Background: an optimization exercise with open tools, aiming at small area and a short achievable clock period. Do not read the settings as production practice.
No run shown here included a check of the RTL's function; only the layout flow was run.
No activity file was given, so power comes from the tool's default toggle rates.

### flow/design.v
module multiplier (a, b, prod, qnan, infinity, zero, normal, clk);
input [15:0] a, b;
input clk;
output [15:0] prod;
output qnan, infinity, zero, normal;
wire [12:0] bx = {1'b0, ~&b[14:10] & |b[14:10], b[9:0], 1'b0};
wire [5:0] c_bo, c_bt;
genvar gi;
generate for (gi = 0; gi < 6; gi = gi + 1) begin : rec
  assign c_bo[gi] = bx[2*gi+1] ^ bx[2*gi];
  assign c_bt[gi] = (bx[2*gi+2] & ~bx[2*gi+1] & ~bx[2*gi]) | (~bx[2*gi+2] & bx[2*gi+1] & bx[2*gi]);
end endgenerate
reg [10:0] sa;
reg [5:0] bo, bt;
reg [4:0] bn;
reg [4:0] ea, eb;
reg sgn1;
always @(posedge clk) begin
  sa <= {~&a[14:10] & |a[14:10], a[9:0]};
  bo <= c_bo;
  bt <= c_bt;
  bn <= {b[9], b[7], b[5], b[3], b[1]};
  ea <= a[14:10];
  eb <= b[14:10];
  sgn1 <= a[15] ^ b[15];
end
wire b_m0 = ~|{bo[4:0], bt[4:0]};
wire a_m0 = ~|sa[9:0];
wire a_e1 = &ea, b_e1 = &eb;
wire a_n = ~a_e1 & |ea, b_n = ~b_e1 & |eb;
wire a_inf = a_e1 & a_m0, b_inf = b_e1 & b_m0;
wire a_zero = ~a_n & ~a_e1 & a_m0, b_zero = ~b_n & ~b_e1 & b_m0;
wire c_qnan = (a_inf & b_zero) | (b_inf & a_zero);
wire c_zero = ~a_inf & ~b_inf & (a_zero | b_zero);
wire c_fin = ~a_e1 & ~b_e1 & ~a_zero & ~b_zero;
wire [5:0] esum = ea + eb;
wire [4:0] pe_nn = esum[4:0] + 5'd17;
wire [4:0] c_pe0 = (a_n & b_n) ? pe_nn : a_n ? ea : b_n ? eb : 5'd15;
wire [4:0] c_pe1 = c_pe0 + 5'd1;
wire c_f0 = c_fin & (~(a_n & b_n) | (esum <= 6'd45));
wire c_f1 = c_fin & ((a_n & b_n) ? (esum <= 6'd44) : a_n ? (ea != 5'd30) : b_n ? (eb != 5'd30) : 1'b1);
wire pp_0_0 = ~(bn[0] ^ ((bo[0] & sa[0])));
wire pp_0_1 = ~(bn[0] ^ ((bo[0] & sa[1]) | (bt[0] & sa[0])));
wire pp_0_2 = ~(bn[0] ^ ((bo[0] & sa[2]) | (bt[0] & sa[1])));
wire pp_0_3 = ~(bn[0] ^ ((bo[0] & sa[3]) | (bt[0] & sa[2])));
wire pp_0_4 = ~(bn[0] ^ ((bo[0] & sa[4]) | (bt[0] & sa[3])));
wire pp_0_5 = ~(bn[0] ^ ((bo[0] & sa[5]) | (bt[0] & sa[4])));
wire pp_0_6 = ~(bn[0] ^ ((bo[0] & sa[6]) | (bt[0] & sa[5])));
wire pp_0_7 = ~(bn[0] ^ ((bo[0] & sa[7]) | (bt[0] & sa[6])));
wire pp_0_8 = ~(bn[0] ^ ((bo[0] & sa[8]) | (bt[0] & sa[7])));
wire pp_0_9 = ~(bn[0] ^ ((bo[0] & sa[9]) | (bt[0] & sa[8])));
wire pp_0_10 = ~(bn[0] ^ ((bo[0] & sa[10]) | (bt[0] & sa[9])));
wire pp_0_11 = ~(bn[0] ^ ((bt[0] & sa[10])));
wire pp_1_0 = ~(bn[1] ^ ((bo[1] & sa[0])));
wire pp_1_1 = ~(bn[1] ^ ((bo[1] & sa[1]) | (bt[1] & sa[0])));
wire pp_1_2 = ~(bn[1] ^ ((bo[1] & sa[2]) | (bt[1] & sa[1])));
wire pp_1_3 = ~(bn[1] ^ ((bo[1] & sa[3]) | (bt[1] & sa[2])));
wire pp_1_4 = ~(bn[1] ^ ((bo[1] & sa[4]) | (bt[1] & sa[3])));
wire pp_1_5 = ~(bn[1] ^ ((bo[1] & sa[5]) | (bt[1] & sa[4])));
wire pp_1_6 = ~(bn[1] ^ ((bo[1] & sa[6]) | (bt[1] & sa[5])));
wire pp_1_7 = ~(bn[1] ^ ((bo[1] & sa[7]) | (bt[1] & sa[6])));
wire pp_1_8 = ~(bn[1] ^ ((bo[1] & sa[8]) | (bt[1] & sa[7])));
wire pp_1_9 = ~(bn[1] ^ ((bo[1] & sa[9]) | (bt[1] & sa[8])));
wire pp_1_10 = ~(bn[1] ^ ((bo[1] & sa[10]) | (bt[1] & sa[9])));
wire pp_1_11 = ~(bn[1] ^ ((bt[1] & sa[10])));
wire pp_2_0 = ~(bn[2] ^ ((bo[2] & sa[0])));
wire pp_2_1 = ~(bn[2] ^ ((bo[2] & sa[1]) | (bt[2] & sa[0])));
wire pp_2_2 = ~(bn[2] ^ ((bo[2] & sa[2]) | (bt[2] & sa[1])));
wire pp_2_3 = ~(bn[2] ^ ((bo[2] & sa[3]) | (bt[2] & sa[2])));
wire pp_2_4 = ~(bn[2] ^ ((bo[2] & sa[4]) | (bt[2] & sa[3])));
wire pp_2_5 = ~(bn[2] ^ ((bo[2] & sa[5]) | (bt[2] & sa[4])));
wire pp_2_6 = ~(bn[2] ^ ((bo[2] & sa[6]) | (bt[2] & sa[5])));
wire pp_2_7 = ~(bn[2] ^ ((bo[2] & sa[7]) | (bt[2] & sa[6])));
wire pp_2_8 = ~(bn[2] ^ ((bo[2] & sa[8]) | (bt[2] & sa[7])));
wire pp_2_9 = ~(bn[2] ^ ((bo[2] & sa[9]) | (bt[2] & sa[8])));
wire pp_2_10 = ~(bn[2] ^ ((bo[2] & sa[10]) | (bt[2] & sa[9])));
wire pp_2_11 = ~(bn[2] ^ ((bt[2] & sa[10])));
wire pp_3_0 = ~(bn[3] ^ ((bo[3] & sa[0])));
wire pp_3_1 = ~(bn[3] ^ ((bo[3] & sa[1]) | (bt[3] & sa[0])));
wire pp_3_2 = ~(bn[3] ^ ((bo[3] & sa[2]) | (bt[3] & sa[1])));
wire pp_3_3 = ~(bn[3] ^ ((bo[3] & sa[3]) | (bt[3] & sa[2])));
wire pp_3_4 = ~(bn[3] ^ ((bo[3] & sa[4]) | (bt[3] & sa[3])));
wire pp_3_5 = ~(bn[3] ^ ((bo[3] & sa[5]) | (bt[3] & sa[4])));
wire pp_3_6 = ~(bn[3] ^ ((bo[3] & sa[6]) | (bt[3] & sa[5])));
wire pp_3_7 = ~(bn[3] ^ ((bo[3] & sa[7]) | (bt[3] & sa[6])));
wire pp_3_8 = ~(bn[3] ^ ((bo[3] & sa[8]) | (bt[3] & sa[7])));
wire pp_3_9 = ~(bn[3] ^ ((bo[3] & sa[9]) | (bt[3] & sa[8])));
wire pp_3_10 = ~(bn[3] ^ ((bo[3] & sa[10]) | (bt[3] & sa[9])));
wire pp_3_11 = ~(bn[3] ^ ((bt[3] & sa[10])));
wire pp_4_0 = ~(bn[4] ^ ((bo[4] & sa[0])));
wire pp_4_1 = ~(bn[4] ^ ((bo[4] & sa[1]) | (bt[4] & sa[0])));
wire pp_4_2 = ~(bn[4] ^ ((bo[4] & sa[2]) | (bt[4] & sa[1])));
wire pp_4_3 = ~(bn[4] ^ ((bo[4] & sa[3]) | (bt[4] & sa[2])));
wire pp_4_4 = ~(bn[4] ^ ((bo[4] & sa[4]) | (bt[4] & sa[3])));
wire pp_4_5 = ~(bn[4] ^ ((bo[4] & sa[5]) | (bt[4] & sa[4])));
wire pp_4_6 = ~(bn[4] ^ ((bo[4] & sa[6]) | (bt[4] & sa[5])));
wire pp_4_7 = ~(bn[4] ^ ((bo[4] & sa[7]) | (bt[4] & sa[6])));
wire pp_4_8 = ~(bn[4] ^ ((bo[4] & sa[8]) | (bt[4] & sa[7])));
wire pp_4_9 = ~(bn[4] ^ ((bo[4] & sa[9]) | (bt[4] & sa[8])));
wire pp_4_10 = ~(bn[4] ^ ((bo[4] & sa[10]) | (bt[4] & sa[9])));
wire pp_4_11 = ~(bn[4] ^ ((bt[4] & sa[10])));
wire pp_5_0 = ~((bo[5] & sa[0]));
wire pp_5_1 = ~((bo[5] & sa[1]) | (bt[5] & sa[0]));
wire pp_5_2 = ~((bo[5] & sa[2]) | (bt[5] & sa[1]));
wire pp_5_3 = ~((bo[5] & sa[3]) | (bt[5] & sa[2]));
wire pp_5_4 = ~((bo[5] & sa[4]) | (bt[5] & sa[3]));
wire pp_5_5 = ~((bo[5] & sa[5]) | (bt[5] & sa[4]));
wire pp_5_6 = ~((bo[5] & sa[6]) | (bt[5] & sa[5]));
wire pp_5_7 = ~((bo[5] & sa[7]) | (bt[5] & sa[6]));
wire pp_5_8 = ~((bo[5] & sa[8]) | (bt[5] & sa[7]));
wire pp_5_9 = ~((bo[5] & sa[9]) | (bt[5] & sa[8]));
wire pp_5_10 = ~((bo[5] & sa[10]) | (bt[5] & sa[9]));
wire pp_5_11 = ~((bt[5] & sa[10]));
wire [4:0] bnn = ~bn;
wire s1, c2, s3, c4, s5, c6, s7, c8, s9, c10, s11, c12, s13, c14, s15, c16, s17, c18, s19, c20, s21, c22, s23, c24, s25, c26, s27, c28, s29, c30, s31, c32, s33, c34, s35, c36, s37, c38, s39, s40, c41, s42, c43, s44, c45, s46, c47, s48, c49, s50, c51, s52, c53, s54, c55, s56, c57, s58, c59, s60, c61, s62, c63, s64, c65, s66, c67, s68, c69, s70, s71, c72, s73, c74, s75, c76, s77, c78, s79, c80, s81, c82, s83, c84, s85, c86, s87, c88, s89, c90, s91, c92, s93, c94, s95, c96, s97, c98, s99, c100, s101, c102, s103, c104, s105, c106, s107, c108, s109;
nhs us1 (.a(pp_0_6), .b(pp_1_4), .y(s1));
nhc uc2 (.a(pp_0_6), .b(pp_1_4), .y(c2));
nhs us3 (.a(pp_0_7), .b(pp_1_5), .y(s3));
nhc uc4 (.a(pp_0_7), .b(pp_1_5), .y(c4));
fa us5 (.y(pp_0_8), .x(pp_1_6), .cin(pp_2_4), .sum(s5), .cout(c6));
nhs us7 (.a(pp_3_2), .b(pp_4_0), .y(s7));
nhc uc8 (.a(pp_3_2), .b(pp_4_0), .y(c8));
fa us9 (.y(pp_0_9), .x(pp_1_7), .cin(pp_2_5), .sum(s9), .cout(c10));
nhs us11 (.a(pp_3_3), .b(pp_4_1), .y(s11));
nhc uc12 (.a(pp_3_3), .b(pp_4_1), .y(c12));
fa us13 (.y(pp_0_10), .x(pp_1_8), .cin(pp_2_6), .sum(s13), .cout(c14));
fa us15 (.y(pp_3_4), .x(pp_4_2), .cin(pp_5_0), .sum(s15), .cout(c16));
fa us17 (.y(pp_0_11), .x(pp_1_9), .cin(pp_2_7), .sum(s17), .cout(c18));
fa us19 (.y(pp_3_5), .x(pp_4_3), .cin(pp_5_1), .sum(s19), .cout(c20));
fa us21 (.y(pp_1_10), .x(pp_2_8), .cin(pp_3_6), .sum(s21), .cout(c22));
fa us23 (.y(pp_4_4), .x(pp_5_2), .cin(bnn[0]), .sum(s23), .cout(c24));
fa us25 (.y(pp_1_11), .x(pp_2_9), .cin(pp_3_7), .sum(s25), .cout(c26));
fa us27 (.y(pp_4_5), .x(pp_5_3), .cin(bnn[0]), .sum(s27), .cout(c28));
fa us29 (.y(pp_2_10), .x(pp_3_8), .cin(pp_4_6), .sum(s29), .cout(c30));
fa us31 (.y(pp_5_4), .x(bn[0]), .cin(bn[1]), .sum(s31), .cout(c32));
ha us33 (.a(pp_2_11), .b(pp_3_9), .sum(s33), .cout(c34));
nhs us35 (.a(pp_4_7), .b(pp_5_5), .y(s35));
nhc uc36 (.a(pp_4_7), .b(pp_5_5), .y(c36));
fa us37 (.y(pp_3_10), .x(pp_4_8), .cin(pp_5_6), .sum(s37), .cout(c38));
assign s39 = ~pp_3_11;
nhs us40 (.a(pp_0_4), .b(pp_1_2), .y(s40));
nhc uc41 (.a(pp_0_4), .b(pp_1_2), .y(c41));
nhs us42 (.a(pp_0_5), .b(pp_1_3), .y(s42));
nhc uc43 (.a(pp_0_5), .b(pp_1_3), .y(c43));
fa us44 (.y(pp_2_2), .x(pp_3_0), .cin(bnn[3]), .sum(s44), .cout(c45));
fa us46 (.y(pp_2_3), .x(pp_3_1), .cin(c2), .sum(s46), .cout(c47));
fa us48 (.y(bnn[4]), .x(c4), .cin(s7), .sum(s48), .cout(c49));
fa us50 (.y(c8), .x(s11), .cin(c6), .sum(s50), .cout(c51));
fa us52 (.y(c12), .x(c10), .cin(s13), .sum(s52), .cout(c53));
fa us54 (.y(c14), .x(c16), .cin(s17), .sum(s54), .cout(c55));
fa us56 (.y(c18), .x(c20), .cin(s21), .sum(s56), .cout(c57));
fa us58 (.y(c22), .x(s25), .cin(c24), .sum(s58), .cout(c59));
fa us60 (.y(c26), .x(s29), .cin(c28), .sum(s60), .cout(c61));
fa us62 (.y(s35), .x(s33), .cin(c30), .sum(s62), .cout(c63));
fa us64 (.y(bn[2]), .x(c34), .cin(c36), .sum(s64), .cout(c65));
fa us66 (.y(pp_4_9), .x(pp_5_7), .cin(s39), .sum(s66), .cout(c67));
fa us68 (.y(pp_3_11), .x(pp_4_10), .cin(pp_5_8), .sum(s68), .cout(c69));
assign s70 = ~pp_4_11;
nhs us71 (.a(pp_0_2), .b(pp_1_0), .y(s71));
nhc uc72 (.a(pp_0_2), .b(pp_1_0), .y(c72));
nhs us73 (.a(pp_0_3), .b(pp_1_1), .y(s73));
nhc uc74 (.a(pp_0_3), .b(pp_1_1), .y(c74));
fa us75 (.y(pp_2_0), .x(bnn[2]), .cin(s40), .sum(s75), .cout(c76));
fa us77 (.y(pp_2_1), .x(c41), .cin(s42), .sum(s77), .cout(c78));
fa us79 (.y(c43), .x(s1), .cin(s44), .sum(s79), .cout(c80));
fa us81 (.y(s3), .x(c45), .cin(s46), .sum(s81), .cout(c82));
fa us83 (.y(s5), .x(c47), .cin(s48), .sum(s83), .cout(c84));
fa us85 (.y(s9), .x(c49), .cin(s50), .sum(s85), .cout(c86));
fa us87 (.y(s15), .x(c51), .cin(s52), .sum(s87), .cout(c88));
fa us89 (.y(s19), .x(c53), .cin(s54), .sum(s89), .cout(c90));
fa us91 (.y(s23), .x(c55), .cin(s56), .sum(s91), .cout(c92));
fa us93 (.y(s27), .x(c57), .cin(s58), .sum(s93), .cout(c94));
fa us95 (.y(s31), .x(c59), .cin(s60), .sum(s95), .cout(c96));
fa us97 (.y(c32), .x(s62), .cin(c61), .sum(s97), .cout(c98));
fa us99 (.y(s37), .x(s64), .cin(c63), .sum(s99), .cout(c100));
fa us101 (.y(c38), .x(s66), .cin(c65), .sum(s101), .cout(c102));
fa us103 (.y(bn[3]), .x(c67), .cin(s68), .sum(s103), .cout(c104));
fa us105 (.y(pp_5_9), .x(s70), .cin(c69), .sum(s105), .cout(c106));
fa us107 (.y(pp_4_11), .x(pp_5_10), .cin(bn[4]), .sum(s107), .cout(c108));
assign s109 = ~pp_5_11;
wire [21:0] ra_n = {s109, s107, c104, s103, s101, s99, c96, c94, c92, c90, c88, c86, c84, c82, c80, c78, c76, c74, c72, bnn[1], pp_0_1, pp_0_0};
wire [21:0] rb_n = {c108, c106, s105, c102, c100, c98, s97, s95, s93, s91, s89, s87, s85, s83, s81, s79, s77, s75, s73, s71, 1'b1, bnn[0]};
wire [21:0] ck = ra_n & rb_n;
wire [21:0] cp = ra_n ^ rb_n;
wire G0_1 = ck[1] | (cp[1] & (ra_n[0] | rb_n[0]));
wire G0_2 = ck[2] | (cp[2] & ck[1]);
wire P0_2 = cp[2] & cp[1];
wire G0_3 = ck[3] | (cp[3] & ck[2]);
wire P0_3 = cp[3] & cp[2];
wire G0_4 = ck[4] | (cp[4] & ck[3]);
wire P0_4 = cp[4] & cp[3];
wire G0_5 = ck[5] | (cp[5] & ck[4]);
wire P0_5 = cp[5] & cp[4];
wire G0_6 = ck[6] | (cp[6] & ck[5]);
wire P0_6 = cp[6] & cp[5];
wire G0_7 = ck[7] | (cp[7] & ck[6]);
wire P0_7 = cp[7] & cp[6];
wire G0_8 = ck[8] | (cp[8] & ck[7]);
wire P0_8 = cp[8] & cp[7];
wire G0_9 = ck[9] | (cp[9] & ck[8]);
wire P0_9 = cp[9] & cp[8];
wire G0_10 = ck[10] | (cp[10] & ck[9]);
wire P0_10 = cp[10] & cp[9];
wire G0_11 = ck[11] | (cp[11] & ck[10]);
wire P0_11 = cp[11] & cp[10];
wire G0_12 = ck[12] | (cp[12] & ck[11]);
wire P0_12 = cp[12] & cp[11];
wire G0_13 = ck[13] | (cp[13] & ck[12]);
wire P0_13 = cp[13] & cp[12];
wire G0_14 = ck[14] | (cp[14] & ck[13]);
wire P0_14 = cp[14] & cp[13];
wire G0_15 = ck[15] | (cp[15] & ck[14]);
wire P0_15 = cp[15] & cp[14];
wire G0_16 = ck[16] | (cp[16] & ck[15]);
wire P0_16 = cp[16] & cp[15];
wire G0_17 = ck[17] | (cp[17] & ck[16]);
wire P0_17 = cp[17] & cp[16];
wire G0_18 = ck[18] | (cp[18] & ck[17]);
wire P0_18 = cp[18] & cp[17];
wire G0_19 = ck[19] | (cp[19] & ck[18]);
wire P0_19 = cp[19] & cp[18];
wire G0_20 = ck[20] | (cp[20] & ck[19]);
wire P0_20 = cp[20] & cp[19];
wire G0_21 = ck[21] | (cp[21] & ck[20]);
wire P0_21 = cp[21] & cp[20];
wire G1_2 = G0_2 | (P0_2 & (ra_n[0] | rb_n[0]));
wire G1_3 = G0_3 | (P0_3 & G0_1);
wire G1_4 = G0_4 | (P0_4 & G0_2);
wire P1_4 = P0_4 & P0_2;
wire G1_5 = G0_5 | (P0_5 & G0_3);
wire P1_5 = P0_5 & P0_3;
wire G1_6 = G0_6 | (P0_6 & G0_4);
wire P1_6 = P0_6 & P0_4;
wire G1_7 = G0_7 | (P0_7 & G0_5);
wire P1_7 = P0_7 & P0_5;
wire G1_8 = G0_8 | (P0_8 & G0_6);
wire P1_8 = P0_8 & P0_6;
wire G1_9 = G0_9 | (P0_9 & G0_7);
wire P1_9 = P0_9 & P0_7;
wire G1_10 = G0_10 | (P0_10 & G0_8);
wire P1_10 = P0_10 & P0_8;
wire G1_11 = G0_11 | (P0_11 & G0_9);
wire P1_11 = P0_11 & P0_9;
wire G1_12 = G0_12 | (P0_12 & G0_10);
wire P1_12 = P0_12 & P0_10;
wire G1_13 = G0_13 | (P0_13 & G0_11);
wire P1_13 = P0_13 & P0_11;
wire G1_14 = G0_14 | (P0_14 & G0_12);
wire P1_14 = P0_14 & P0_12;
wire G1_15 = G0_15 | (P0_15 & G0_13);
wire P1_15 = P0_15 & P0_13;
wire G1_16 = G0_16 | (P0_16 & G0_14);
wire P1_16 = P0_16 & P0_14;
wire G1_17 = G0_17 | (P0_17 & G0_15);
wire P1_17 = P0_17 & P0_15;
wire G1_18 = G0_18 | (P0_18 & G0_16);
wire P1_18 = P0_18 & P0_16;
wire G1_19 = G0_19 | (P0_19 & G0_17);
wire P1_19 = P0_19 & P0_17;
wire G1_20 = G0_20 | (P0_20 & G0_18);
wire P1_20 = P0_20 & P0_18;
wire G1_21 = G0_21 | (P0_21 & G0_19);
wire P1_21 = P0_21 & P0_19;
wire G2_4 = G1_4 | (P1_4 & (ra_n[0] | rb_n[0]));
wire G2_5 = G1_5 | (P1_5 & G0_1);
wire G2_6 = G1_6 | (P1_6 & G1_2);
wire G2_7 = G1_7 | (P1_7 & G1_3);
wire G2_8 = G1_8 | (P1_8 & G1_4);
wire P2_8 = P1_8 & P1_4;
wire G2_9 = G1_9 | (P1_9 & G1_5);
wire P2_9 = P1_9 & P1_5;
wire G2_10 = G1_10 | (P1_10 & G1_6);
wire P2_10 = P1_10 & P1_6;
wire G2_11 = G1_11 | (P1_11 & G1_7);
wire P2_11 = P1_11 & P1_7;
wire G2_12 = G1_12 | (P1_12 & G1_8);
wire P2_12 = P1_12 & P1_8;
wire G2_13 = G1_13 | (P1_13 & G1_9);
wire P2_13 = P1_13 & P1_9;
wire G2_14 = G1_14 | (P1_14 & G1_10);
wire P2_14 = P1_14 & P1_10;
wire G2_15 = G1_15 | (P1_15 & G1_11);
wire P2_15 = P1_15 & P1_11;
wire G2_16 = G1_16 | (P1_16 & G1_12);
wire P2_16 = P1_16 & P1_12;
wire G2_17 = G1_17 | (P1_17 & G1_13);
wire P2_17 = P1_17 & P1_13;
wire G2_18 = G1_18 | (P1_18 & G1_14);
wire P2_18 = P1_18 & P1_14;
wire G2_19 = G1_19 | (P1_19 & G1_15);
wire P2_19 = P1_19 & P1_15;
wire G2_20 = G1_20 | (P1_20 & G1_16);
wire P2_20 = P1_20 & P1_16;
wire G2_21 = G1_21 | (P1_21 & G1_17);
wire P2_21 = P1_21 & P1_17;
wire G3_8 = G2_8 | (P2_8 & (ra_n[0] | rb_n[0]));
wire G3_9 = G2_9 | (P2_9 & G0_1);
wire G3_10 = G2_10 | (P2_10 & G1_2);
wire G3_11 = G2_11 | (P2_11 & G1_3);
wire G3_12 = G2_12 | (P2_12 & G2_4);
wire G3_13 = G2_13 | (P2_13 & G2_5);
wire G3_14 = G2_14 | (P2_14 & G2_6);
wire G3_15 = G2_15 | (P2_15 & G2_7);
wire G3_16 = G2_16 | (P2_16 & G2_8);
wire P3_16 = P2_16 & P2_8;
wire G3_17 = G2_17 | (P2_17 & G2_9);
wire P3_17 = P2_17 & P2_9;
wire G3_18 = G2_18 | (P2_18 & G2_10);
wire P3_18 = P2_18 & P2_10;
wire G3_19 = G2_19 | (P2_19 & G2_11);
wire P3_19 = P2_19 & P2_11;
wire G3_20 = G2_20 | (P2_20 & G2_12);
wire P3_20 = P2_20 & P2_12;
wire G3_21 = G2_21 | (P2_21 & G2_13);
wire P3_21 = P2_21 & P2_13;
wire G4_16 = G3_16 | (P3_16 & (ra_n[0] | rb_n[0]));
wire G4_17 = G3_17 | (P3_17 & G0_1);
wire G4_18 = G3_18 | (P3_18 & G1_2);
wire G4_19 = G3_19 | (P3_19 & G1_3);
wire G4_20 = G3_20 | (P3_20 & G2_4);
wire G4_21 = G3_21 | (P3_21 & G2_5);
wire [22:0] ncy;
assign ncy[0] = 1'b1;
assign ncy[1] = (ra_n[0] | rb_n[0]);
assign ncy[2] = G0_1;
assign ncy[3] = G1_2;
assign ncy[4] = G1_3;
assign ncy[5] = G2_4;
assign ncy[6] = G2_5;
assign ncy[7] = G2_6;
assign ncy[8] = G2_7;
assign ncy[9] = G3_8;
assign ncy[10] = G3_9;
assign ncy[11] = G3_10;
assign ncy[12] = G3_11;
assign ncy[13] = G3_12;
assign ncy[14] = G3_13;
assign ncy[15] = G3_14;
assign ncy[16] = G3_15;
assign ncy[17] = G4_16;
assign ncy[18] = G4_17;
assign ncy[19] = G4_18;
assign ncy[20] = G4_19;
assign ncy[21] = G4_20;
assign ncy[22] = G4_21;
wire [21:0] raw = ~(cp ^ ncy[21:0]);
wire c_f01 = c_f0 & ~c_f1;
reg [10:0] r2;
reg s02, s12, nf2, sgn2, q2, z2;
reg [4:0] pe02, pe12;
always @(posedge clk) begin
  r2 <= raw[20:10];
  s12 <= raw[21] & c_f1;
  s02 <= ~raw[21] & c_f0;
  nf2 <= ~c_zero & (~c_f0 | (raw[21] & c_f01));
  sgn2 <= sgn1;
  q2 <= c_qnan;
  z2 <= c_zero;
  pe02 <= c_pe0;
  pe12 <= c_pe1;
end
assign qnan = q2;
assign zero = z2;
assign normal = s12 | s02;
assign infinity = nf2 & ~q2;
assign prod[15] = sgn2;
assign prod[14:10] = ({5{s12}} & pe12) | ({5{s02}} & pe02) | {5{nf2}};
assign prod[9:0] = ({10{s12}} & r2[10:1]) | ({10{s02}} & r2[9:0]) | {q2, 3'b000, q2, 1'b0, q2, 1'b0, q2, 1'b0};
endmodule
module nhs (a, b, y);
input a, b;
output y;
assign y = ~(a ^ b);
endmodule
module nhc (a, b, y);
input a, b;
output y;
assign y = a | b;
endmodule
module g_xor2 (a, b, y);
input a, b;
output y;
assign y = a ^ b;
endmodule
module g_xnor2 (a, b, y);
input a, b;
output y;
assign y = ~(a ^ b);
endmodule
module g_nor2 (a, b, y);
input a, b;
output y;
assign y = ~(a | b);
endmodule
module g_nand2 (a, b, y);
input a, b;
output y;
assign y = ~(a & b);
endmodule
module g_inv (a, y);
input a;
output y;
assign y = ~a;
endmodule
module g_a21oi (a, b, c, y);
input a, b, c;
output y;
assign y = ~((a & b) | c);
endmodule
module g_o21ai (a, b, c, y);
input a, b, c;
output y;
assign y = ~((a | b) & c);
endmodule
module xr2 (a, b, y);
input a, b;
output y;
assign y = a ^ b;
endmodule
module ha (a, b, sum, cout);
input a, b;
output sum, cout;
assign sum = a ^ b;
assign cout = a & b;
endmodule
module fa (x, y, cin, sum, cout);
input x, y, cin;
output sum, cout;
assign sum = x ^ y ^ cin;
assign cout = (x & y) | (x & cin) | (y & cin);
endmodule
### flow/flow/run.sh
#!/bin/bash
set -euo pipefail
cp standard.sh standard_copy.sh
sed "s|^make -C|make SETUP_SLACK_MARGIN=7.8 'CTS_ARGS=-sink_clustering_enable -repair_clock_nets -buf_list sky130_fd_sc_hd__clkbuf_8 -dont_use_dummy_load' -C|" standard.sh > tight.sh
grep -q "SETUP_SLACK_MARGIN=7.8 'CTS_ARGS=" tight.sh
bash tight.sh > make_flow.log 2>&1
### flow/standard.sh
#!/bin/bash
# synth_recipe.tcl (not shown) runs the flow's synth.tcl, then flattens the netlist and writes it again
# the make line also repeats each setting of config.mk as NAME=value (left out here)
make -C /OpenROAD-flow-scripts/flow DESIGN_CONFIG=/design/flow/config.mk WORK_HOME=/design/flow/orfs CLKGATE_MAP_FILE= SYNTH_SCRIPT=/design/flow/synth_recipe.tcl "${@:-finish}"
### flow/config.mk
export PLATFORM = sky130hd
export DESIGN_NAME = multiplier
export DESIGN_NICKNAME = multiplier
export VERILOG_FILES = /design/flow/design.v
export SDC_FILE = /design/flow/constraint.sdc
export NUM_CORES = 4
export LEC_CHECK = 0
export CAP_MARGIN = 20
export CORE_MARGIN = 2
export CORE_UTILIZATION = 62
export CTS_BUF_LIST = sky130_fd_sc_hd__clkbuf_8
export PLACE_DENSITY = 0.75
export SLEW_MARGIN = 20
export SYNTH_HIERARCHICAL = 1
### flow/constraint.sdc
create_clock -name core_clock -period 12.0 [get_ports {clk}]
set_input_delay 2.4000 -clock core_clock [delete_from_list [all_inputs] [get_ports {clk}]]
set_output_delay 2.4000 -clock core_clock [all_outputs]
set_load 0.01 [all_outputs]
==> results of run 1 <==
## layer usage
metal	up-vias	part of all wire (%)	global-route usage (%)
li1	2138	-	-
met4	0	1.9	8.75
met1	2156	43	38.9
met5	-	0	0
met3	19	6.6	5.73
met2	186	48	44.8
## modules after synthesis (local to each module, per instance)
module	cell area, um2	cells inside	times used	flops+latches
ha	12.5	1	1	0
nhc	6.26	1	9	0
nhs	8.76	1	9	0
fa	20.0	1	43	0
multiplier	4490	507	1	66
## state kept, by name (all words and copies together), names as in the netlist, 5 cells and up
register,flops
bt,6
eb,5
ea,5
pe02,5
bo,6
r2,11
sa,11
bn,5
pe12,5
## area by class of cell
type	instances	share of cell area (%)
clock buffers	9	1.95
flip-flops and latches	66	21.4
repair buffers	66	10.0
inverters	18	1.32
well taps	108	2.13
multi-input cells	450	63.1
## per-stage QoR
| stage | util [%] | hold WS (ns) | total power, uW |
|---|---|---|---|
| after CTS | 71.9 | 0.325 | 1560 |
| final | 73.3 | 0.325 | 1610 |
| after floorplan | - | 0.310 | 1130 |
| after global placement | 69.2 | 0.318 | 1400 |
| after global routing | 73.3 | 0.344 | 1760 |
| after detailed placement | 69.2 | 0.312 | 1410 |
## Yosys cell counts, types with 11 or more instances
cell and number:
clkbuf_1 28, fa_1 44, a21oi_1 20, nor2_1 21
nand3_1 11, a22oi_1 60, a221o_1 12, dfxtp_1 66
nand2_1 29, xnor2_1 80, ha_1 31, inv_1 16
xor2_1 12
## worst max-delay path by stage
stage / to / cells past startpoint / slack, ns / from
2_1_floorplan: r2[8]$_DFF_P_ / 13 / 7.95 / bn[0]$_DFF_P_
3_3_place_gp: s12$_DFF_P_ / 12 / 7.68 / bn[2]$_DFF_P_
3_5_place_dp: s12$_DFF_P_ / 12 / 7.58 / bn[2]$_DFF_P_
4_1_cts: prod[9] / 2 / 7.80 / s02$_DFF_P_
5_1_grt: r2[8]$_DFF_P_ / 12 / 7.77 / bn[0]$_DFF_P_
6_report: r2[10]$_DFF_P_ / 13 / 7.91 / bn[0]$_DFF_P_
## logic make-up after synthesis
kind of cell / after synthesis
adder cells (fa/ha/maj): 75
buffers and inverters: 53
AND/OR/NAND/NOR: 130
AO/OA/AOI/OAI: 147
XOR/XNOR: 92
multiplexers: 6
flip-flops: 66
## worst max-delay path, cell delays in order (launching register included)
cell        delay, ns
dfxtp_2          0.39
clkinvlp_4       0.23
buf_4            0.21
xnor2_1          0.14
fa_1             0.45
fa_1             0.51
fa_1             0.41
ha_1             0.34
nand4_1          0.18
a2111oi_2        0.46
o31ai_1          0.20
nand3_2          0.13
nor4b_1          0.23
nor3_1           0.09
## what timing repair did
item | CTS | global route
hold buffers | 0 | 0
pin swaps | 0 | 4
setup buffers | 10 | 4
gates resized for setup | 11 | 35
setup endpoints to repair | 11 | 25
## power by group through the flow
stage	registers (uW)	logic, uW	clock network, uW
2_1_floorplan	299	827	0
3_5_place_dp	335	1070	0
6_report	335	1130	138
4_1_cts	332	1080	141
3_3_place_gp	334	1070	0
5_1_grt	342	1260	152
==> results.py, run 1 <==
metrics = {
    "outcome": {
        "status": "complete, no violations",
    },
    "finish": {
        "layout_commonest_cell": "xnor2_1",
        "multiInputGateArea_mm2": 0.00401,
        "syn_to_final_growth_pct": 15.6,
        "fillers": 673,
        "finalNonFillerCells": 717,
        "drive_gt1_share_pct": 12.5,
        "finish.instance_area_mm2": 0.00636,
        "layout_common_cells": "77 x xnor2_1, 60 x a22oi_1, 52 x clkdlybuf4s50_1, 44 x fa_1, 41 x dfxtp_1",
        "diodes": 0,
        "ff_latch_area_mm2": 0.00136,
        "finish.net_count": 719,
    },
    "global_routing": {
        "grt_start_max_net_pins": 17,
        "antenna_found_initial": 0,
        "gr-total-overflow": 0,
        "grt_use_total_pct": 28.1,
        "grt_pass1_wl_mm": 22.1,
        "grt_pass1_vias": 4510,
    },
    "pwr": {
        "p_comb_share_pct": 70.5,
        "p_switching_uw": 709,
        "seqPwrFrac_pct": 20.9,
        "powerDensity_mw_per_mm2": 253,
        "clkPwrFrac_pct": 8.6,
        "p_leak_uw": 0.00238,
        "swShare_pct": 44.2,
        "peakVddDrop_mv": 0.143,
        "p_int_uw": 896,
    },
    "timing": {
        "slew_headroom_pct": 68.1,
        "setup_ws_ns": 7.91,
        "drv_slew": 0,
        "worstMarginPinSlew_ns": 0.476,
        "setup_tns_ns": 0,
        "clock.fmax_ghz": 0.245,
        "rsz0062_at_grt": "no",
        "min_period_ns": 4.09,
        "setup_viol": 0,
        "finalCritPeriodShare_pct": 34.1,
        "fin_skew_ns": 0.0357,
        "hold_violations": 0,
    },
    "placed_design": {
        "place_congestion": 0.887,
        "place_area_mm2": 0.00600,
        "port_buffers": 52,
        "dp_slack_ns": 7.58,
        "dp.cells": 694,
        "dp_hpwl_mm": 9.85,
    },
    "floorplanning": {
        "dieHeight_um": 98.2,
        "num_rows": 34,
        "core_mm2": 0.00868,
        "initial_core_util_pct": 63.4,
        "io_pins": 53,
        "die_w_um": 98.2,
        "die_area_mm2": 0.00964,
    },
    "worst_hold_path": {
        "hp-class": "reg -> reg",
        "whs_path_depth": 0,
        "hp-start": "sgn1$_DFF_P_",
        "whs_endpoint": "sgn2$_DFF_P_",
    },
    "setup_path": {
        "ff2ff_setup_slack_ns": 7.91,
        "reg2reg_depth": 13,
        "cp-end-kind": "flip-flop",
        "critPathRequiredTime_ns": 12.21,
        "cp_data_arrival_time_ns": 4.30,
        "start_kind": "flip-flop",
        "path_max_fanout": 6,
        "critical_path_class": "reg -> reg",
        "rr_startpoint": "bn[0]$_DFF_P_",
        "rr_endpoint": "r2[10]$_DFF_P_",
    },
    "logic_synthesis": {
        "postSynthCellCount": 569,
        "synth_top_area_share_pct": 24.0,
        "synth_warnings": 7,
        "synth_nets": 677,
        "synth_flop_cell": "dfxtp_1",
        "synth_compound_area_share_pct": 20.0,
        "synth_area_leaders": "dfxtp_1 24%, fa_1 16%, xnor2_1 13%",
        "ys_seq_elements": 66,
        "synth_cell_types": 63,
        "synth_xor_xnor_area_share_pct": 14.7,
        "syn_area_per_cell_um2": 9.66,
        "synth_fa_ha_area_share_pct": 23.1,
        "synth_edf_count": 0,
        "synthSimpleGateAreaFrac_pct": 12.9,
        "ys_async_sr_fraction_pct": 0,
        "netlist_area_mm2": 0.00550,
        "synthMuxAreaShare_pct": 1.39,
        "synth.yosys.seq_area_share_pct": 24.0,
        "yosysTopAreaCell": "dfxtp_1",
        "synth_top_family_by_area": "adder cells",
    },
    "cts": {
        "htree_levels": 3,
        "clk-insertion-delay-late_ns": 0.34,
        "cts_tree": "done",
        "clock-sinks": 66,
        "clock_path_buffers": 2,
        "root_buffer": "clkbuf_8",
        "cts_buffers": 9,
        "clkSlewWorstSetupHoldPaths_ns": 0.07,
    },
    "routing": {
        "drc_errors": 0,
        "postRouteAntennaNets": 0,
        "wl_mm": 13.2,
        "drtPass1Iterations": 6,
        "drt_iter0_drc": 351,
        "route.vias.total": 4499,
        "wl_per_cell_um": 18.5,
        "via_per_inst": 6.27,
    },
    "job": {
        "drv_cap": 0,
    },
}
==> run 2, diff against run 1 <==
--- a/flow/design.v
+++ b/flow/design.v
@@ -13,5 +13,5 @@
 reg [10:0] sa;
 reg [5:0] bo, bt;
-reg [4:0] bn;
+reg [4:0] bn, bnn;
 reg [4:0] ea, eb;
 reg sgn1;
@@ -21,4 +21,5 @@
   bt <= c_bt;
   bn <= {b[9], b[7], b[5], b[3], b[1]};
+  bnn <= ~{b[9], b[7], b[5], b[3], b[1]};
   ea <= a[14:10];
   eb <= b[14:10];
@@ -112,5 +113,4 @@
 wire pp_5_10 = ~((bo[5] & sa[10]) | (bt[5] & sa[9]));
 wire pp_5_11 = ~((bt[5] & sa[10]));
-wire [4:0] bnn = ~bn;
 wire s1, c2, s3, c4, s5, c6, s7, c8, s9, c10, s11, c12, s13, c14, s15, c16, s17, c18, s19, c20, s21, c22, s23, c24, s25, c26, s27, c28, s29, c30, s31, c32, s33, c34, s35, c36, s37, c38, s39, s40, c41, s42, c43, s44, c45, s46, c47, s48, c49, s50, c51, s52, c53, s54, c55, s56, c57, s58, c59, s60, c61, s62, c63, s64, c65, s66, c67, s68, c69, s70, s71, c72, s73, c74, s75, c76, s77, c78, s79, c80, s81, c82, s83, c84, s85, c86, s87, c88, s89, c90, s91, c92, s93, c94, s95, c96, s97, c98, s99, c100, s101, c102, s103, c104, s105, c106, s107, c108, s109;
 nhs us1 (.a(pp_0_6), .b(pp_1_4), .y(s1));
==> flow/flow/run.sh (replaced) <==
#!/bin/bash
set -euo pipefail
cp standard.sh standard_copy.sh
sed "s|^make -C|make SETUP_SLACK_MARGIN=7.8 'CTS_ARGS=-sink_clustering_enable -repair_clock_nets -buf_list sky130_fd_sc_hd__clkbuf_8 -dont_use_dummy_load' 'BUFFER_PORTS_ARGS=-buffer_cell sky130_fd_sc_hd__buf_2' -C|" standard.sh > tight.sh
grep -q "BUFFER_PORTS_ARGS=-buffer_cell" tight.sh
bash tight.sh > make_flow.log 2>&1
==> run 2 against run 1 <==
Still clean. Final area down 5.3%. Maximum frequency up 1.8%. Worst setup slack better by 0.072 ns. Combinational power about the same. Critical path type unchanged. Critical endpoint is now r2[7]$_DFF_P_.
==> results.py, run 2 <==
metrics = {
    "outcome": {
        "status": "complete, no violations",
    },
    "finish": {
        "finish.net_count": 728,
        "fillers": 706,
        "diodes": 0,
        "drive_gt1_share_pct": 16.2,
        "syn_to_final_growth_pct": 7.70,
        "layout_commonest_cell": "xor2_1",
        "finalNonFillerCells": 726,
        "layout_common_cells": "68 x xor2_1, 59 x a22oi_1, 52 x buf_2, 47 x dfxtp_1, 44 x fa_1",
        "reg_top3": "r2 (11), sa (11)",
    },
    "routing": {
        "wl_per_cell_um": 17.8,
        "drt_iter0_drc": 351,
        "wl_mm": 13.0,
        "drtPass1Iterations": 5,
        "via_per_inst": 6.23,
        "route.vias.total": 4522,
        "drc_errors": 0,
        "postRouteAntennaNets": 0,
    },
    "placed_design": {
        "dp_hpwl_mm": 10.1,
        "place_congestion": 0.962,
        "dp_slack_ns": 7.81,
        "port_buffers": 52,
        "dp.cells": 717,
    },
    "setup_path": {
        "critPathTopFamily": "adder cells",
        "path_max_fanout": 13,
        "path_buf_inv": 0,
        "cpMaxStageDelayCell": "fa_1",
        "critPathRequiredTime_ns": 12.23,
        "rr_startpoint": "sa[7]$_DFF_P_",
        "rr_endpoint": "r2[7]$_DFF_P_",
        "crit_top_cell": "fa_1",
        "cp_data_arrival_time_ns": 4.25,
        "critical_path_class": "reg -> reg",
        "critical_path.max_stage_delay_ns": 0.52,
        "reg2reg_depth": 13,
        "start_kind": "flip-flop",
        "cp-end-kind": "flip-flop",
        "ff2ff_setup_slack_ns": 7.98,
        "crit_chain": "a22oi_1 > xor2_1 > fa_1 > fa_1 > fa_1 > ha_1 > a21oi_1 > o21bai_1 > a21o_1 > a21o_1 > a21oi_2 > a21oi_1 > xnor2_1",
    },
    "timing": {
        "setup_tns_ns": 0,
        "setup_viol": 0,
        "fin_skew_ns": 0.0258,
        "clock.fmax_ghz": 0.249,
        "drv_slew": 0,
        "min_period_ns": 4.02,
        "hold_violations": 0,
        "finalCritPeriodShare_pct": 33.5,
        "slew_headroom_pct": 64.4,
        "worstMarginPinSlew_ns": 0.533,
        "setup_ws_ns": 7.98,
        "rsz0062_at_grt": "no",
    },
    "logic_synthesis": {
        "yosysTopAreaCell": "dfxtp_1",
        "synth_warnings": 7,
        "synth_nets": 702,
        "synth.yosys.seq_area_share_pct": 25.4,
        "synth_edf_count": 0,
        "synth_top_area_share_pct": 25.4,
        "synthTopCellsByCount": "71 x dfxtp_1, 68 x xor2_1, 59 x a22oi_1",
        "synth_flop_cell": "dfxtp_1",
        "synth_cell_types": 56,
        "yosysMostFrequentCell": "dfxtp_1",
        "syn_area_per_cell_um2": 9.41,
        "synth_area_leaders": "dfxtp_1 25%, fa_1 16%, xor2_1 11%",
        "ys_async_sr_fraction_pct": 0,
        "postSynthCellCount": 594,
        "netlist_area_mm2": 0.00559,
        "ys_seq_elements": 71,
    },
    "worst_hold_path": {
        "hp-start": "sgn1$_DFF_P_",
        "hp-class": "reg -> reg",
        "whs_path_depth": 0,
        "whs_endpoint": "sgn2$_DFF_P_",
    },
    "global_routing": {
        "grt_start_max_net_pins": 17,
        "gr-total-overflow": 0,
        "grt_pass1_vias": 4448,
        "grt_use_total_pct": 27.9,
        "grt_pass1_wl_mm": 21.7,
        "antenna_found_initial": 0,
    },
    "floorplanning": {
        "die_w_um": 99.0,
        "initial_core_util_pct": 64.1,
        "io_pins": 53,
        "core_mm2": 0.00872,
        "num_rows": 34,
        "dieHeight_um": 99.0,
        "die_area_mm2": 0.00979,
    },
    "cts": {
        "cts_buffers": 9,
        "cts_tree": "done",
        "clock_path_buffers": 2,
        "cts_setup_buffers": 0,
        "clkSlewWorstSetupHoldPaths_ns": 0.08,
        "root_buffer": "clkbuf_8",
        "htree_levels": 3,
        "clk-insertion-delay-late_ns": 0.35,
        "clock-sinks": 71,
    },
    "pwr": {
        "powerDensity_mw_per_mm2": 274,
        "p_leak_uw": 0.00252,
        "peakVddDrop_mv": 0.139,
    },
    "job": {
        "drv_cap": 0,
    },
}
## run 2: cell types whose count changed after synthesis, moves of 6 or more
cell / delta
nand2_1: +8
nor3_1: +6
a21o_1: +6
xor2_1: +56
nor2_1: +8
xnor2_1: -58
## run 2: worst max path at each step
| stage | end | slack (ns) | cells past startpoint | from |
|---|---|---|---|---|
| floorplan | s02$_DFF_P_ | 7.93 | 14 | bn[3]$_DFF_P_ |
| global placement | s02$_DFF_P_ | 7.86 | 13 | sa[9]$_DFF_P_ |
| detailed placement | s02$_DFF_P_ | 7.81 | 13 | sa[9]$_DFF_P_ |
| CTS | s02$_DFF_P_ | 7.80 | 12 | bn[1]$_DFF_P_ |
| global route | s02$_DFF_P_ | 7.80 | 12 | sa[5]$_DFF_P_ |
| finish | r2[7]$_DFF_P_ | 7.98 | 13 | sa[7]$_DFF_P_ |
## run 2: cells by family after synthesis
logic type	share of synthesized area, %
adder cells (fa/ha/maj)	22.7
flip-flops	25.4
buffers and inverters	3.96
AND/OR/NAND/NOR	12.2
AO/OA/AOI/OAI	20.7
XOR/XNOR	14.1
multiplexers	0.918
## run 2: repair_timing
item | CTS | global route
setup endpoints to repair | 2 | 8
hold buffers | 0 | 0
resized for setup | 2 | 28
## run 2: power breakdown
| part | internal [uW] | total [uW] | switching, uW |
|---|---|---|---|
| combinational | 510 | 1150 | 643 |
| sequential | 297 | 354 | 57.2 |
| clock | 66.8 | 145 | 77.8 |
## run 2: routing by layer
| metal | GRT usage, % | share of wire, % |
|---|---|---|
| met5 | 0 | 0 |
| met4 | 9.38 | 2.5 |
| met3 | 7.73 | 8.6 |
| met2 | 41.5 | 44 |
| met1 | 39.3 | 45 |
## run 2: final cells by class
class                           count  area, um2  area share, %
Clock buffer                        9        124           2.06
Inverter                           21       78.8           1.31
Multi-Input combinational cell    465       3970           65.9
Sequential cell                    71       1460           24.2
Tap cell                          108        135           2.24
Timing Repair Buffer               52        260           4.32
## run 2: Yosys stat by module, one instance, submodules excluded
module / copies in the design / flops+latches
nhs: 9 / 0
multiplier: 1 / 71
fa: 43 / 0
ha: 1 / 0
nhc: 9 / 0
## run 2: through the flow
step           area [um2]  power [uW]  hold WS, ns  util (%)
2_1_floorplan        5590        1230        0.310         -
3_3_place_gp         5840        1450        0.311      67.0
3_5_place_dp         5840        1490        0.325      67.0
4_1_cts              5970        1630        0.342      68.5
5_1_grt              6020        1810        0.356      69.0
6_report             6020        1650        0.335      69.0
==> run 3, diff against run 2 <==
==> flow/flow/run.sh (replaced) <==
#!/bin/bash
set -euo pipefail
cp standard.sh standard_copy.sh
sed "s|^make -C|make SETUP_SLACK_MARGIN=8.0 'CTS_ARGS=-sink_clustering_enable -repair_clock_nets -buf_list sky130_fd_sc_hd__clkbuf_8 -dont_use_dummy_load' 'BUFFER_PORTS_ARGS=-buffer_cell sky130_fd_sc_hd__buf_1' -C|" standard.sh > tight.sh
grep -q "BUFFER_PORTS_ARGS=-buffer_cell" tight.sh
bash tight.sh > make_flow.log 2>&1
==> run 3 against run 2 <==
Cell count grew 0.41%. Sequential cell count unchanged. Power increased by 8.4%. First-iteration DRC count rose by 13%. Synthesized cell count unchanged. Worst setup slack improved by 0.075 ns. Clock skew is 0.0080 ns lower. Utilization up 1.7 points. Via count up 1.6%. Largest power group unchanged. Area after synthesis stayed put. Critical path depth did not move. Die area is the same. Still clean on timing, DRC and antenna.
==> results.py, run 3 <==
metrics = {
    "outcome": {
        "status": "complete, no violations",
    },
    "global_routing": {
        "top_usage_layer": "met2",
        "grt_pass1_wl_mm": 21.7,
        "met1_usage_pct": 40.0,
        "grt_use_total_pct": 27.6,
        "grt_pass1_vias": 4469,
        "antenna_found_initial": 0,
        "gr-total-overflow": 0,
        "grt_start_max_net_pins": 17,
        "grtUsageMet2_pct": 42.6,
        "gr-usage-met3_pct": 5.74,
    },
    "finish": {
        "layout_common_cells": "66 x xor2_1, 52 x buf_1, 48 x a22oi_1, 46 x dfxtp_1, 44 x fa_1",
        "syn_to_final_growth_pct": 10.4,
        "layout_commonest_cell": "xor2_1",
        "finalNonFillerCells": 729,
        "reg_top3": "r2 (11), sa (11)",
        "diodes": 0,
        "finish.net_count": 731,
        "drive_gt1_share_pct": 12.1,
    },
    "setup_path": {
        "cpMaxStageDelayCell": "fa_1",
        "rr_startpoint": "sa[7]$_DFF_P_",
        "crit_top_cell": "fa_1",
        "ff2ff_setup_slack_ns": 8.06,
        "cp-end-kind": "flip-flop",
        "critPathRequiredTime_ns": 12.22,
        "critPathLaunch": "sa[7]$_DFF_P_",
        "critical_path_class": "reg -> reg",
        "cp_data_arrival_time_ns": 4.16,
        "path_max_fanout": 13,
        "start_kind": "flip-flop",
        "critical_path.max_stage_delay_ns": 0.54,
        "crit_chain": "a22oi_2 > xor2_2 > fa_1 > fa_1 > fa_1 > ha_4 > a21o_1 > a21o_1 > a21oi_2 > o21ai_2 > mux2i_1 > o31ai_1 > a311oi_1",
    },
    "logic_synthesis": {
        "synth_area_leaders": "dfxtp_1 25%, fa_1 16%, xor2_1 11%",
        "postSynthCellCount": 594,
        "yosysMostFrequentCell": "dfxtp_1",
        "netlist_area_mm2": 0.00559,
        "synth_nets": 702,
        "synth_flop_cell": "dfxtp_1",
        "synthTopCellsByCount": "71 x dfxtp_1, 68 x xor2_1, 59 x a22oi_1",
        "yosysTopAreaCell": "dfxtp_1",
        "synth.yosys.seq_area_share_pct": 25.4,
        "synth_cell_types": 56,
        "ys_async_sr_fraction_pct": 0,
        "synth_edf_count": 0,
        "syn_area_per_cell_um2": 9.41,
        "synth_warnings": 7,
        "synth_top_area_share_pct": 25.4,
        "ys_seq_elements": 71,
    },
    "timing": {
        "rsz0062_at_grt": "yes",
        "setup_tns_ns": 0,
        "finalCritPeriodShare_pct": 32.8,
        "clock.fmax_ghz": 0.254,
        "drv_slew": 0,
        "slew_headroom_pct": 65.0,
        "worstMarginPinSlew_ns": 0.524,
        "min_period_ns": 3.94,
        "hold_violations": 0,
        "setup_viol": 0,
        "fin_skew_ns": 0.0179,
    },
    "routing": {
        "via_per_inst": 6.30,
        "drc_errors": 0,
        "wl_per_cell_um": 18.3,
        "drtPass1Iterations": 6,
        "route.vias.total": 4594,
        "wl_mm": 13.3,
        "postRouteAntennaNets": 0,
        "drt_iter0_drc": 395,
    },
    "floorplanning": {
        "initial_core_util_pct": 64.1,
        "io_pins": 53,
        "core_mm2": 0.00872,
        "die_w_um": 99.0,
        "num_rows": 34,
        "die_area_mm2": 0.00979,
        "dieHeight_um": 99.0,
    },
    "job": {
        "drv_cap": 0,
    },
    "worst_hold_path": {
        "hp-class": "reg -> reg",
        "hp-start": "sgn1$_DFF_P_",
    },
    "pwr": {
        "powerDensity_mw_per_mm2": 290,
        "peakVddDrop_mv": 0.179,
        "p_leak_uw": 0.00240,
    },
    "cts": {
        "cts_buffers": 9,
        "cts_tree": "done",
        "clk-insertion-delay-late_ns": 0.34,
        "clkSlewWorstSetupHoldPaths_ns": 0.08,
        "root_buffer": "clkbuf_8",
        "clock-sinks": 71,
        "htree_levels": 3,
        "clock_path_buffers": 2,
    },
    "placed_design": {
        "port_buffers": 52,
        "dp.cells": 717,
        "dp_hpwl_mm": 10.1,
        "place_congestion": 0.909,
    },
}
==> run 3: cell counts after synthesis <==
No cell type changed its count.
==> run 3: critical path: cells and delay by family (launching register included) <==
family	cells	cell delay, ns
DFF	1	0.41
xor gates and xnor gates	1	0.20
adders and majority gates	4	1.77
AOI/OAI and AO/OA	7	1.28
muxes	1	0.17
==> run 3: cell type report <==
| class | instances | area [um2] |
|---|---|---|
| timing repair buffer | 55 | 213 |
| multi-input combinational | 465 | 4130 |
| sequential | 71 | 1490 |
| clock buffer | 9 | 124 |
| fill | 684 | 2550 |
| inverter | 21 | 78.8 |
| tap | 108 | 135 |
==> run 3: kinds of logic (layout without fill, tap and decap cells) <==
group / after synthesis / count (layout) / share of synthesized area [%]
muxes: 5 / 5 / 0.918
and+or+nand+nor: 139 / 139 / 12.2
AOI/OAI and AO/OA: 156 / 156 / 20.7
DFF: 71 / 71 / 25.4
adders and majority gates: 75 / 75 / 22.7
xor gates and xnor gates: 90 / 90 / 14.1
buffers and inverters: 58 / 85 / 3.96
==> run 3: timing repair <==
item	4_1_cts	5_1_grt
hold buffers	0	0
setup buffers	0	3
endpoints found under the setup margin	8	9
gates resized for setup	30	42
pin swaps	1	12
==> run 3: per-layer routing <==
metal  share of wire [%]  wire length, um
met5                   0                0
met4                 1.7              229
met3                 8.4             1120
met2                  45             6010
met1                  45             5950
==> run 3: worst paths after layout <==
check / end / cells after the start
worst max-delay path: r2[10]$_DFF_P_ / 13
worst min-delay path: sgn2$_DFF_P_ / 0
worst max register to register: r2[10]$_DFF_P_ / 13
worst min register to register: sgn2$_DFF_P_ / 0
==> run 3: report_power, final <==
part           switching (uW)  leakage, uW  internal (uW)  total, uW
clock                    78.0    0.0000647           66.9        145
combinational             707      0.00174            583       1290
sequential               58.6     0.000603            295        354
==> run 3: stage by stage <==
stage               total power, uW  hold WS [ns]  cell area (um2)  utilization, %  worst slack [ns]
floorplan                      1230         0.310             5590               -              8.03
global placement               1440         0.310             5780            66.3              7.81
detailed placement             1470         0.316             5780            66.3              7.60
CTS                            1650         0.336             5960            68.3              8.01
global route                   1950         0.350             6170            70.8              7.95
finish                         1790         0.333             6170            70.8              8.06
==> run 3: per-module statistics from Yosys (local to each module, per instance) <==
module | area, um2 | copies in the design
ha | 12.5 | 1
multiplier | 4580 | 1
fa | 20.0 | 43
nhs | 8.76 | 9
nhc | 6.26 | 9
==> run 4, diff against run 3 <==
--- a/flow/design.v
+++ b/flow/design.v
@@ -13,5 +13,5 @@
 reg [10:0] sa;
 reg [5:0] bo, bt;
-reg [4:0] bn, bnn;
+reg [4:0] bn;
 reg [4:0] ea, eb;
 reg sgn1;
@@ -21,5 +21,4 @@
   bt <= c_bt;
   bn <= {b[9], b[7], b[5], b[3], b[1]};
-  bnn <= ~{b[9], b[7], b[5], b[3], b[1]};
   ea <= a[14:10];
   eb <= b[14:10];
@@ -113,4 +112,5 @@
 wire pp_5_10 = ~((bo[5] & sa[10]) | (bt[5] & sa[9]));
 wire pp_5_11 = ~((bt[5] & sa[10]));
+wire [4:0] bnn = ~bn;
 wire s1, c2, s3, c4, s5, c6, s7, c8, s9, c10, s11, c12, s13, c14, s15, c16, s17, c18, s19, c20, s21, c22, s23, c24, s25, c26, s27, c28, s29, c30, s31, c32, s33, c34, s35, c36, s37, c38, s39, s40, c41, s42, c43, s44, c45, s46, c47, s48, c49, s50, c51, s52, c53, s54, c55, s56, c57, s58, c59, s60, c61, s62, c63, s64, c65, s66, c67, s68, c69, s70, s71, c72, s73, c74, s75, c76, s77, c78, s79, c80, s81, c82, s83, c84, s85, c86, s87, c88, s89, c90, s91, c92, s93, c94, s95, c96, s97, c98, s99, c100, s101, c102, s103, c104, s105, c106, s107, c108, s109;
 nhs us1 (.a(pp_0_6), .b(pp_1_4), .y(s1));
@@ -165,20 +165,32 @@
 fa us79 (.y(c43), .x(s1), .cin(s44), .sum(s79), .cout(c80));
 fa us81 (.y(s3), .x(c45), .cin(s46), .sum(s81), .cout(c82));
-fa us83 (.y(s5), .x(c47), .cin(s48), .sum(s83), .cout(c84));
-fa us85 (.y(s9), .x(c49), .cin(s50), .sum(s85), .cout(c86));
-fa us87 (.y(s15), .x(c51), .cin(s52), .sum(s87), .cout(c88));
-fa us89 (.y(s19), .x(c53), .cin(s54), .sum(s89), .cout(c90));
-fa us91 (.y(s23), .x(c55), .cin(s56), .sum(s91), .cout(c92));
-fa us93 (.y(s27), .x(c57), .cin(s58), .sum(s93), .cout(c94));
-fa us95 (.y(s31), .x(c59), .cin(s60), .sum(s95), .cout(c96));
-fa us97 (.y(c32), .x(s62), .cin(c61), .sum(s97), .cout(c98));
-fa us99 (.y(s37), .x(s64), .cin(c63), .sum(s99), .cout(c100));
-fa us101 (.y(c38), .x(s66), .cin(c65), .sum(s101), .cout(c102));
-fa us103 (.y(bn[3]), .x(c67), .cin(s68), .sum(s103), .cout(c104));
-fa us105 (.y(pp_5_9), .x(s70), .cin(c69), .sum(s105), .cout(c106));
+x3 us83 (.a(s5), .b(c47), .c(s48), .y(s83));
+m3 uc84 (.a(s5), .b(c47), .c(s48), .y(c84));
+x3 us85 (.a(s9), .b(c49), .c(s50), .y(s85));
+m3 uc86 (.a(s9), .b(c49), .c(s50), .y(c86));
+x3 us87 (.a(s15), .b(c51), .c(s52), .y(s87));
+m3 uc88 (.a(s15), .b(c51), .c(s52), .y(c88));
+x3 us89 (.a(s19), .b(c53), .c(s54), .y(s89));
+m3 uc90 (.a(s19), .b(c53), .c(s54), .y(c90));
+x3 us91 (.a(s23), .b(c55), .c(s56), .y(s91));
+m3 uc92 (.a(s23), .b(c55), .c(s56), .y(c92));
+x3 us93 (.a(s27), .b(c57), .c(s58), .y(s93));
+m3 uc94 (.a(s27), .b(c57), .c(s58), .y(c94));
+x3 us95 (.a(s31), .b(c59), .c(s60), .y(s95));
+m3 uc96 (.a(s31), .b(c59), .c(s60), .y(c96));
+x3 us97 (.a(c32), .b(s62), .c(c61), .y(s97));
+m3 uc98 (.a(c32), .b(s62), .c(c61), .y(c98));
+x3 us99 (.a(s37), .b(s64), .c(c63), .y(s99));
+m3 uc100 (.a(s37), .b(s64), .c(c63), .y(c100));
+x3 us101 (.a(c38), .b(s66), .c(c65), .y(s101));
+m3 uc102 (.a(c38), .b(s66), .c(c65), .y(c102));
+x3 us103 (.a(bn[3]), .b(c67), .c(s68), .y(s103));
+m3 uc104 (.a(bn[3]), .b(c67), .c(s68), .y(c104));
+x3 us105 (.a(pp_5_9), .b(s70), .c(c69), .y(s105));
+m3 uc106 (.a(pp_5_9), .b(s70), .c(c69), .y(c106));
 fa us107 (.y(pp_4_11), .x(pp_5_10), .cin(bn[4]), .sum(s107), .cout(c108));
 assign s109 = ~pp_5_11;
-wire [21:0] ra_n = {s109, s107, c104, s103, s101, s99, c96, c94, c92, c90, c88, c86, c84, c82, c80, c78, c76, c74, c72, bnn[1], pp_0_1, pp_0_0};
-wire [21:0] rb_n = {c108, c106, s105, c102, c100, c98, s97, s95, s93, s91, s89, s87, s85, s83, s81, s79, s77, s75, s73, s71, 1'b1, bnn[0]};
+wire [21:0] ra_n = {s109, s107, s105, s103, s101, s99, s97, s95, s93, s91, s89, s87, c84, s83, c80, c78, c76, c74, c72, bnn[1], pp_0_1, pp_0_0};
+wire [21:0] rb_n = {c108, c106, c104, c102, c100, c98, c96, c94, c92, c90, c88, c86, s85, c82, s81, s79, s77, s75, s73, s71, 1'b1, bnn[0]};
 wire [21:0] ck = ra_n & rb_n;
 wire [21:0] cp = ra_n ^ rb_n;
@@ -345,26 +357,30 @@
 assign ncy[22] = G4_21;
 wire [21:0] raw = ~(cp ^ ncy[21:0]);
-wire c_f01 = c_f0 & ~c_f1;
-reg [10:0] r2;
-reg s02, s12, nf2, sgn2, q2, z2;
-reg [4:0] pe02, pe12;
+reg [11:0] r2;
+reg hin2, sgn2, q2, z2, f02, f12;
+reg [4:0] pe2;
 always @(posedge clk) begin
-  r2 <= raw[20:10];
-  s12 <= raw[21] & c_f1;
-  s02 <= ~raw[21] & c_f0;
-  nf2 <= ~c_zero & (~c_f0 | (raw[21] & c_f01));
+  r2 <= raw[21:10];
+  hin2 <= ~raw[21];
   sgn2 <= sgn1;
   q2 <= c_qnan;
   z2 <= c_zero;
-  pe02 <= c_pe0;
-  pe12 <= c_pe1;
+  f02 <= c_f0;
+  f12 <= c_f1;
+  pe2 <= c_pe0;
 end
+wire [4:0] pe2i = pe2 + 5'd1;
+wire [4:0] e0 = f02 ? pe2 : {5{~z2}};
+wire [4:0] e1 = f12 ? pe2i : {5{~z2}};
+wire hi = r2[11];
+wire lo = hin2;
+wire fin = (hi & f12) | (lo & f02);
 assign qnan = q2;
 assign zero = z2;
-assign normal = s12 | s02;
-assign infinity = nf2 & ~q2;
+assign normal = fin;
+assign infinity = ~(q2 | z2 | fin);
 assign prod[15] = sgn2;
-assign prod[14:10] = ({5{s12}} & pe12) | ({5{s02}} & pe02) | {5{nf2}};
-assign prod[9:0] = ({10{s12}} & r2[10:1]) | ({10{s02}} & r2[9:0]) | {q2, 3'b000, q2, 1'b0, q2, 1'b0, q2, 1'b0};
+assign prod[14:10] = ({5{hi}} & e1) | ({5{lo}} & e0);
+assign prod[9:0] = ({10{hi & f12}} & r2[10:1]) | ({10{lo & f02}} & r2[9:0]) | {q2, 3'b000, q2, 1'b0, q2, 1'b0, q2, 1'b0};
 endmodule
 module nhs (a, b, y);
@@ -424,4 +440,14 @@
 assign cout = a & b;
 endmodule
+module x3 (a, b, c, y);
+input a, b, c;
+output y;
+assign y = a ^ b ^ c;
+endmodule
+module m3 (a, b, c, y);
+input a, b, c;
+output y;
+assign y = (a & b) | (a & c) | (b & c);
+endmodule
 module fa (x, y, cin, sum, cout);
 input x, y, cin;
==> flow/flow/run.sh (replaced) <==
#!/bin/bash
set -euo pipefail
cp standard.sh standard_copy.sh
sed "s|^make -C|make SETUP_SLACK_MARGIN=8.0 'CTS_ARGS=-sink_clustering_enable -repair_clock_nets -buf_list sky130_fd_sc_hd__clkbuf_8 -dont_use_dummy_load' 'BUFFER_PORTS_ARGS=-buffer_cell sky130_fd_sc_hd__buf_2' -C|" standard.sh > tight.sh
grep -q "BUFFER_PORTS_ARGS=-buffer_cell" tight.sh
bash tight.sh > make_flow.log 2>&1
==> run 4 against run 3 <==
Critical path depth decreased by 6. Die area shrank 1.9%. Non-clock buffer count grew 10. Worst hold slack got worse by 0.0082 ns. Final area decreased by 1.0%. Maximum frequency is 0.59% lower. Global-route usage is 0.64 points lower. Cell count is 1.8% lower. Clock power down 7%. Utilization hardly changed. Sequential share of layout area shrank 3.1 points. Register-to-register slack gained 0.08 ns.
==> results.py, run 4 <==
metrics = {
    "setup_path": {
        "reg2reg_depth": 12,
        "critPathRequiredTime_ns": 9.60,
        "crit_chain": "inv_4 > o21ai_4 > buf_2 > buf_4 > a21o_1 > a32oi_1 > buf_2",
        "rr_endpoint": "r2[8]$_DFF_P_",
        "cp_data_arrival_time_ns": 1.56,
        "start_kind": "flip-flop",
        "cpMaxStageDelayCell": "dfxtp_2",
        "crit_top_cell": "buf_2",
        "ff2ff_setup_slack_ns": 8.14,
        "path_max_fanout": 6,
        "critical_path_class": "reg -> out",
        "cp-end-kind": "primary output",
        "rr_startpoint": "bn[4]$_DFF_P_",
    },
    "pwr": {
        "p_leak_uw": 0.00253,
        "peakVddDrop_mv": 0.162,
    },
    "global_routing": {
        "grt_pass1_wl_mm": 21.1,
        "gr-total-overflow": 0,
        "grt_use_total_pct": 27.0,
        "antenna_found_initial": 0,
        "grt_pass1_vias": 4365,
    },
    "cts": {
        "clock-sinks": 62,
        "clock_path_buffers": 2,
        "root_buffer": "clkbuf_8",
        "clk-insertion-delay-late_ns": 0.34,
        "htree_levels": 3,
        "clkSlewWorstSetupHoldPaths_ns": 0.05,
        "cts_buffers": 9,
    },
    "placed_design": {
        "place_congestion": 0.921,
        "dp_hpwl_mm": 9.36,
        "port_buffers": 52,
    },
    "logic_synthesis": {
        "synth_area_leaders": "dfxtp_1 23%, xnor2_1 12%, fa_1 12%",
        "synth_edf_count": 0,
        "synth.yosys.seq_area_share_pct": 22.6,
        "synth_top_area_share_pct": 22.6,
        "synth_cell_types": 62,
        "ys_seq_elements": 62,
        "synth_warnings": 7,
        "synth_flop_cell": "dfxtp_1",
        "syn_area_per_cell_um2": 9.74,
        "postSynthCellCount": 563,
    },
    "routing": {
        "drc_errors": 0,
        "wl_per_cell_um": 18.1,
        "via_per_inst": 6.24,
        "wl_mm": 12.9,
        "drtPass1Iterations": 6,
    },
    "floorplanning": {
        "dieHeight_um": 98.0,
        "die_w_um": 98.0,
        "initial_core_util_pct": 63.5,
        "die_area_mm2": 0.00961,
        "core_mm2": 0.00864,
        "num_rows": 34,
    },
    "timing": {
        "clock.fmax_ghz": 0.252,
        "fin_skew_ns": 0.0159,
        "slew_headroom_pct": 46.7,
        "setup_viol": 0,
        "setup_tns_ns": 0,
        "min_period_ns": 3.96,
        "rsz0062_at_grt": "yes",
        "hold_slack_ns": 0.324,
        "finalCritPeriodShare_pct": 33.0,
    },
    "worst_hold_path": {
        "whs_path_depth": 0,
        "whs_endpoint": "sgn2$_DFF_P_",
        "hp-start": "sgn1$_DFF_P_",
        "hp-class": "reg -> reg",
    },
    "finish": {
        "layout_commonest_cell": "xnor2_1",
        "largest_reg_flops": 12,
        "reg_top3": "r2 (12), sa (11)",
        "regMostFlops": "r2",
        "finish.net_count": 706,
    },
    "outcome": {
        "status": "complete, no violations",
    },
    "job": {
        "drv_cap": 0,
    },
}
[run 4: changes by cell type in the layout (fill, tap and decap cells not counted), moves of 12 or more]
cell and change:
xor3_1 +12, xnor2_1 +52, xor2_1 -51, fa_1 -12
maj3_2 +12, a22oi_2 -12, buf_2 +51, a22oi_1 +12
buf_1 -52
[run 4: modules after synthesis, one instance, submodules excluded]
module,times used,cell area (um2),flip-flops and latches
fa,31,20.0,0
ha,1,12.5,0
m3,12,11.3,0
multiplier,1,4290,62
nhc,9,6.26,0
nhs,9,8.76,0
x3,12,23.8,0
[run 4: report_power, final]
group / switching [uW] / internal (uW)
clock: 68.4 / 66.5
combinational: 581 / 537
sequential: 46.5 / 262
[run 4: cell families after synthesis]
| family | Yosys count | share of synthesized area, % |
|---|---|---|
| AOI/OAI and AO/OA | 149 | 19.9 |
| xor gates and xnor gates | 103 | 19.7 |
| DFF | 62 | 22.6 |
| adders and majority gates | 75 | 21.2 |
| buffers and inverters | 50 | 3.63 |
| and+or+nand+nor | 122 | 12.5 |
| muxes | 2 | 0.365 |
[run 4: worst max path at each step]
stage / end / slack [ns] / depth (start not counted)
after floorplan: r2[8]$_DFF_P_ / 8.15 / 13
after global placement: hin2$_DFF_P_ / 7.92 / 12
after detailed placement: r2[8]$_DFF_P_ / 7.80 / 12
after CTS: prod[14] / 7.99 / 5
after global routing: prod[10] / 7.96 / 7
final: prod[10] / 8.04 / 7
[run 4: routing by layer]
layer,wire length [um],GRT usage [%]
met3,1000,5.58
met1,5510,36.5
met5,0,0
met2,6180,44.3
met4,242,7.26
[run 4: area by class of cell]
cell class | count | area [um2]
repair inverters | 2 | 15.0
well taps | 108 | 135
multi-input cells | 451 | 4100
fillers | 682 | 2530
flip-flops and latches | 62 | 1290
repair buffers | 65 | 355
inverters | 19 | 90.1
clock buffers | 9 | 124
[run 4: critical path: cells and delay by family (launching register included)]
| family | cells | cell delay, ns |
|---|---|---|
| AOI/OAI and AO/OA | 3 | 0.37 |
| buffers and inverters | 4 | 0.53 |
| DFF | 1 | 0.34 |
[run 4: timing repair]
item	4_1_cts	5_1_grt
resized for setup	9	49
buffers inserted	2	11
cloned	0	2
hold buffers	0	0
endpoints found under the setup margin	10	15
hold endpoints to repair	0	0
pin swaps	1	3
[run 4: stage by stage]
step | instance area [um2] | util, % | std cells | total power (uW) | setup WS, ns
final | 6110 | 70.7 | 716 | 1560 | 8.04
after global routing | 6110 | 70.7 | 716 | 1710 | 7.96
after CTS | 5910 | 68.5 | 703 | 1540 | 7.99
after detailed placement | 5750 | 66.6 | 692 | 1390 | 7.80
after global placement | 5750 | 66.6 | 692 | 1380 | 7.92
after floorplan | 5480 | - | 563 | 1160 | 8.15

Check on run 4: ideal ports give 8.037 ns setup slack; a clkbuf_16 on the clock port and buf_2 on the inputs give 8.006 ns; moving port delays by the midpoint clock arrival (0.366 ns) as well gives 8.143 ns.
